Source: an optimization exercise on an open RTL-to-GDS flow (aim: small area). Production flows keep margins and buffers that such runs may drop. The RTL was checked by simulation tests, not by an equivalence proof against the original design. Power figures rest on the tool's default switching activity, not on a simulated workload.

## FirFilterSym_top
module FirFilterSym_top (
    input  logic        clk,
    input  logic        rst,
    input  logic        valid_in,
    output logic        valid_out,
    input  logic [15:0] din,
    output logic [25:0] dout
);
wire sh = valid_in & ~rst;
wire hd = ~valid_in & ~rst;
logic [15:0] x1;
logic [15:0] x2;
logic [15:0] x3;
logic [15:0] x4;
logic [15:0] x5;
logic [15:0] x6;
logic [15:0] x7;
logic [15:0] x8;
logic [15:0] x9;
logic [15:0] x10;
logic [15:0] x11;
logic [15:0] x12;
logic [15:0] x13;
logic [15:0] x14;
logic [15:0] x15;
logic [15:0] x16;
logic [15:0] x17;
logic [15:0] x18;
logic [15:0] x19;
logic [15:0] x20;
logic [15:0] x21;
logic [15:0] x22;
logic [15:0] x23;
logic [15:0] x24;
logic [15:0] x25;
logic [15:0] x26;
logic [15:0] x27;
logic [15:0] x28;
logic [15:0] x29;
logic [15:0] x30;
logic [15:0] x31;
logic [15:0] x32;
logic [15:0] x33;
logic [15:0] x34;
logic [15:0] x35;
logic [15:0] x36;
always_ff @(posedge clk) begin
    x1 <= ({16{sh}} & {~din[15], din[14:0]}) | ({16{hd}} & x1) | {rst, 15'd0};
    x2 <= ({16{sh}} & x1) | ({16{hd}} & x2) | {rst, 15'd0};
    x3 <= ({16{sh}} & x2) | ({16{hd}} & x3) | {rst, 15'd0};
    x4 <= ({16{sh}} & x3) | ({16{hd}} & x4) | {rst, 15'd0};
    x5 <= ({16{sh}} & x4) | ({16{hd}} & x5) | {rst, 15'd0};
    x6 <= ({16{sh}} & x5) | ({16{hd}} & x6) | {rst, 15'd0};
    x7 <= ({16{sh}} & x6) | ({16{hd}} & x7) | {rst, 15'd0};
    x8 <= ({16{sh}} & x7) | ({16{hd}} & x8) | {rst, 15'd0};
    x9 <= ({16{sh}} & x8) | ({16{hd}} & x9) | {rst, 15'd0};
    x10 <= ({16{sh}} & x9) | ({16{hd}} & x10) | {rst, 15'd0};
    x11 <= ({16{sh}} & x10) | ({16{hd}} & x11) | {rst, 15'd0};
    x12 <= ({16{sh}} & x11) | ({16{hd}} & x12) | {rst, 15'd0};
    x13 <= ({16{sh}} & x12) | ({16{hd}} & x13) | {rst, 15'd0};
  ...
clock: 5.0 ns
lec_check: 0
abc_area: 1
cap_margin: 20
core_margin: 2
core_utilization: 40
cts_buf_list: sky130_fd_sc_hd__clkbuf_16
cts_cluster_diameter: 100
cts_cluster_size: 30
slew_margin: 20
standard.sh (not shown) runs the stock make flow with config.mk's settings and CLKGATE_MAP_FILE= SYNTH_SCRIPT=/design/flow/synth_recipe.tcl, a recipe that flattens the netlist after the stock synthesis.
==> flow/flow/run.sh <==
#!/bin/bash
# Own layout flow: the standard flow, with two changes to synthesis only.
#  1. Yosys's early "abc -fast" is skipped (SYNTH_ARGS=-noabc), so extract_fa sees the
#     RTL's full-adder equations as written and maps them without extra inverters.
#  2. flow/post.py rewrites the delay-line next-state logic of the synthesized netlist
#     (one a22o/a221o per register instead of o22ai + inverter); registers are untouched.
# Then the standard flow runs from the netlist on (floorplan ... finish).
set -euo pipefail
W=$(pwd)
RES=$W/orfs/results/${FLOW_PLATFORM}/FirFilterSym_top/base
bash standard.sh SYNTH_ARGS=-noabc synth > $W/synth.log 2>&1
cp $RES/1_2_yosys.v $W/synth_orig.v
python3 $W/flow/post.py $W/synth_orig.v $W/synth_post.v > $W/post.log 2>&1
cp $W/synth_post.v $RES/1_2_yosys.v
rm -f $RES/1_synth.odb $RES/1_synth.sdc
bash standard.sh SYNTH_ARGS=-noabc finish > $W/layout.log 2>&1
Other scripts of this flow, unchanged in this note and not shown: flow/flow/post.py
Change:
--- a/flow/config.mk
+++ b/flow/config.mk
@@ -12,3 +12 @@
-export CTS_BUF_LIST = sky130_fd_sc_hd__clkbuf_16
-export CTS_CLUSTER_DIAMETER = 100
-export CTS_CLUSTER_SIZE = 30
+export CTS_BUF_LIST = sky130_fd_sc_hd__clkbuf_4
First-iteration DRC count decreases by about a fifth.
Cell area climbs by a few percent.
Non-clock buffer count stays the same.

========
before:
FirFilterSym_top, a different RTL version from the one above (not shown whole).
Size in the first run: roughly 2300 cells after synthesis, ~46 I/O pins, ~36000 um2 of cells after synthesis.
==> flow/config.mk <==
export PLATFORM = sky130hd
export DESIGN_NAME = FirFilterSym_top
export DESIGN_NICKNAME = FirFilterSym_top
export VERILOG_FILES = /design/flow/design.v
export SDC_FILE = /design/flow/constraint.sdc
export NUM_CORES = 4
export LEC_CHECK = 0
export ABC_AREA = 1
export CAP_MARGIN = 20
export CORE_MARGIN = 2
export CORE_UTILIZATION = 40
export CTS_BUF_LIST = sky130_fd_sc_hd__clkbuf_16
export CTS_CLUSTER_DIAMETER = 90
export CTS_CLUSTER_SIZE = 32
export SLEW_MARGIN = 20
==> flow/constraint.sdc <==
create_clock -name core_clock -period 5.0 [get_ports {clk}]
set_input_delay 1.0000 -clock core_clock [delete_from_list [all_inputs] [get_ports {clk}]]
set_output_delay 1.0000 -clock core_clock [all_outputs]
set_load 0.01 [all_outputs]
==> flow/flow/run.sh <==
#!/bin/bash
# Own layout flow: the standard flow, with two changes to synthesis only.
#  1. Yosys's early "abc -fast" is skipped (SYNTH_ARGS=-noabc), so extract_fa sees the
#     RTL's full-adder equations as written and maps them without extra inverters.
#  2. flow/post.py rewrites the delay-line next-state logic of the synthesized netlist
#     (one a22o/a221o per register instead of o22ai + inverter) and flips full adders'
#     polarity where that saves inverters; registers are untouched.
# Then the standard flow runs from the netlist on (floorplan ... finish); every port still
# gets its own buffer, but a buf_1 instead of the larger delay buffer buffer_ports picks.
set -euo pipefail
W=$(pwd)
RES=$W/orfs/results/${FLOW_PLATFORM}/FirFilterSym_top/base
bash standard.sh SYNTH_ARGS=-noabc synth > $W/synth.log 2>&1
cp $RES/1_2_yosys.v $W/synth_orig.v
python3 $W/flow/post.py $W/synth_orig.v $W/synth_post.v > $W/post.log 2>&1
cp $W/synth_post.v $RES/1_2_yosys.v
rm -f $RES/1_synth.odb $RES/1_synth.sdc
bash standard.sh SYNTH_ARGS=-noabc 'BUFFER_PORTS_ARGS=-buffer_cell sky130_fd_sc_hd__buf_1' finish > $W/layout.log 2>&1
Other scripts of this flow, unchanged in this note and not shown: flow/flow/post.py
The inputs of after differ from those of before as listed below.
- CTS_BUF_LIST: sky130_fd_sc_hd__clkbuf_16 -> sky130_fd_sc_hd__clkbuf_16 sky130_fd_sc_hd__clkbuf_8
- CTS_CLUSTER_DIAMETER: 90 -> 100
- CTS_CLUSTER_SIZE: 32 -> 30
Notes after the runs:
- Across both runs, register-to-register slack was higher for after than for before.
- Compared with before, in after clock distribution area overhead in the final layout now sits lower, number of clock buffers in the layout shows an increase of about 6%.
- First-pass GRT wire length essentially unchanged between before and after.
- STATUS worst path setup slack after routing: after wins against before
- NOTE total power before->after decreased slightly

[what the ideal ports hide]
No port has a modelled driver above. Below, the same layouts with a new extraction and two added sets of constraints.
Step 1 assumes that a clkbuf_16 drives the clock port and a buf_2 every other input.
Step 2, shift: input delay + t, output delay - t, t = (earliest + latest rising clock arrival at the registers) / 2. This alone moves slack from input paths to output paths.
Three values: no drivers, after step 1, after step 2; two values: the first two.
| run | t, ns | slack for setup (ns) | worst setup path after step 2 | worst data-port slew with drivers (ns) |
|---|---|---|---|---|
| the first run of note 1 | 0.703 | 0.354 / 0.354 / 0.058 | input to register | 0.03 |
| the second run of note 1 | 1.084 | 0.338 / 0.338 / 0.057 | input to register | 0.03 |
| before | 0.664 | 0.344 / 0.344 / 0.344 | register to register | 0.04 |
| after | 0.661 | 0.365 / 0.365 / 0.365 | register to register | 0.04 |
After both steps setup and hold are still met in every run listed. For the first run of note 1, which loses most, drivers alone change the setup slack by 0.000 ns; drivers and shift together by -0.296 ns.
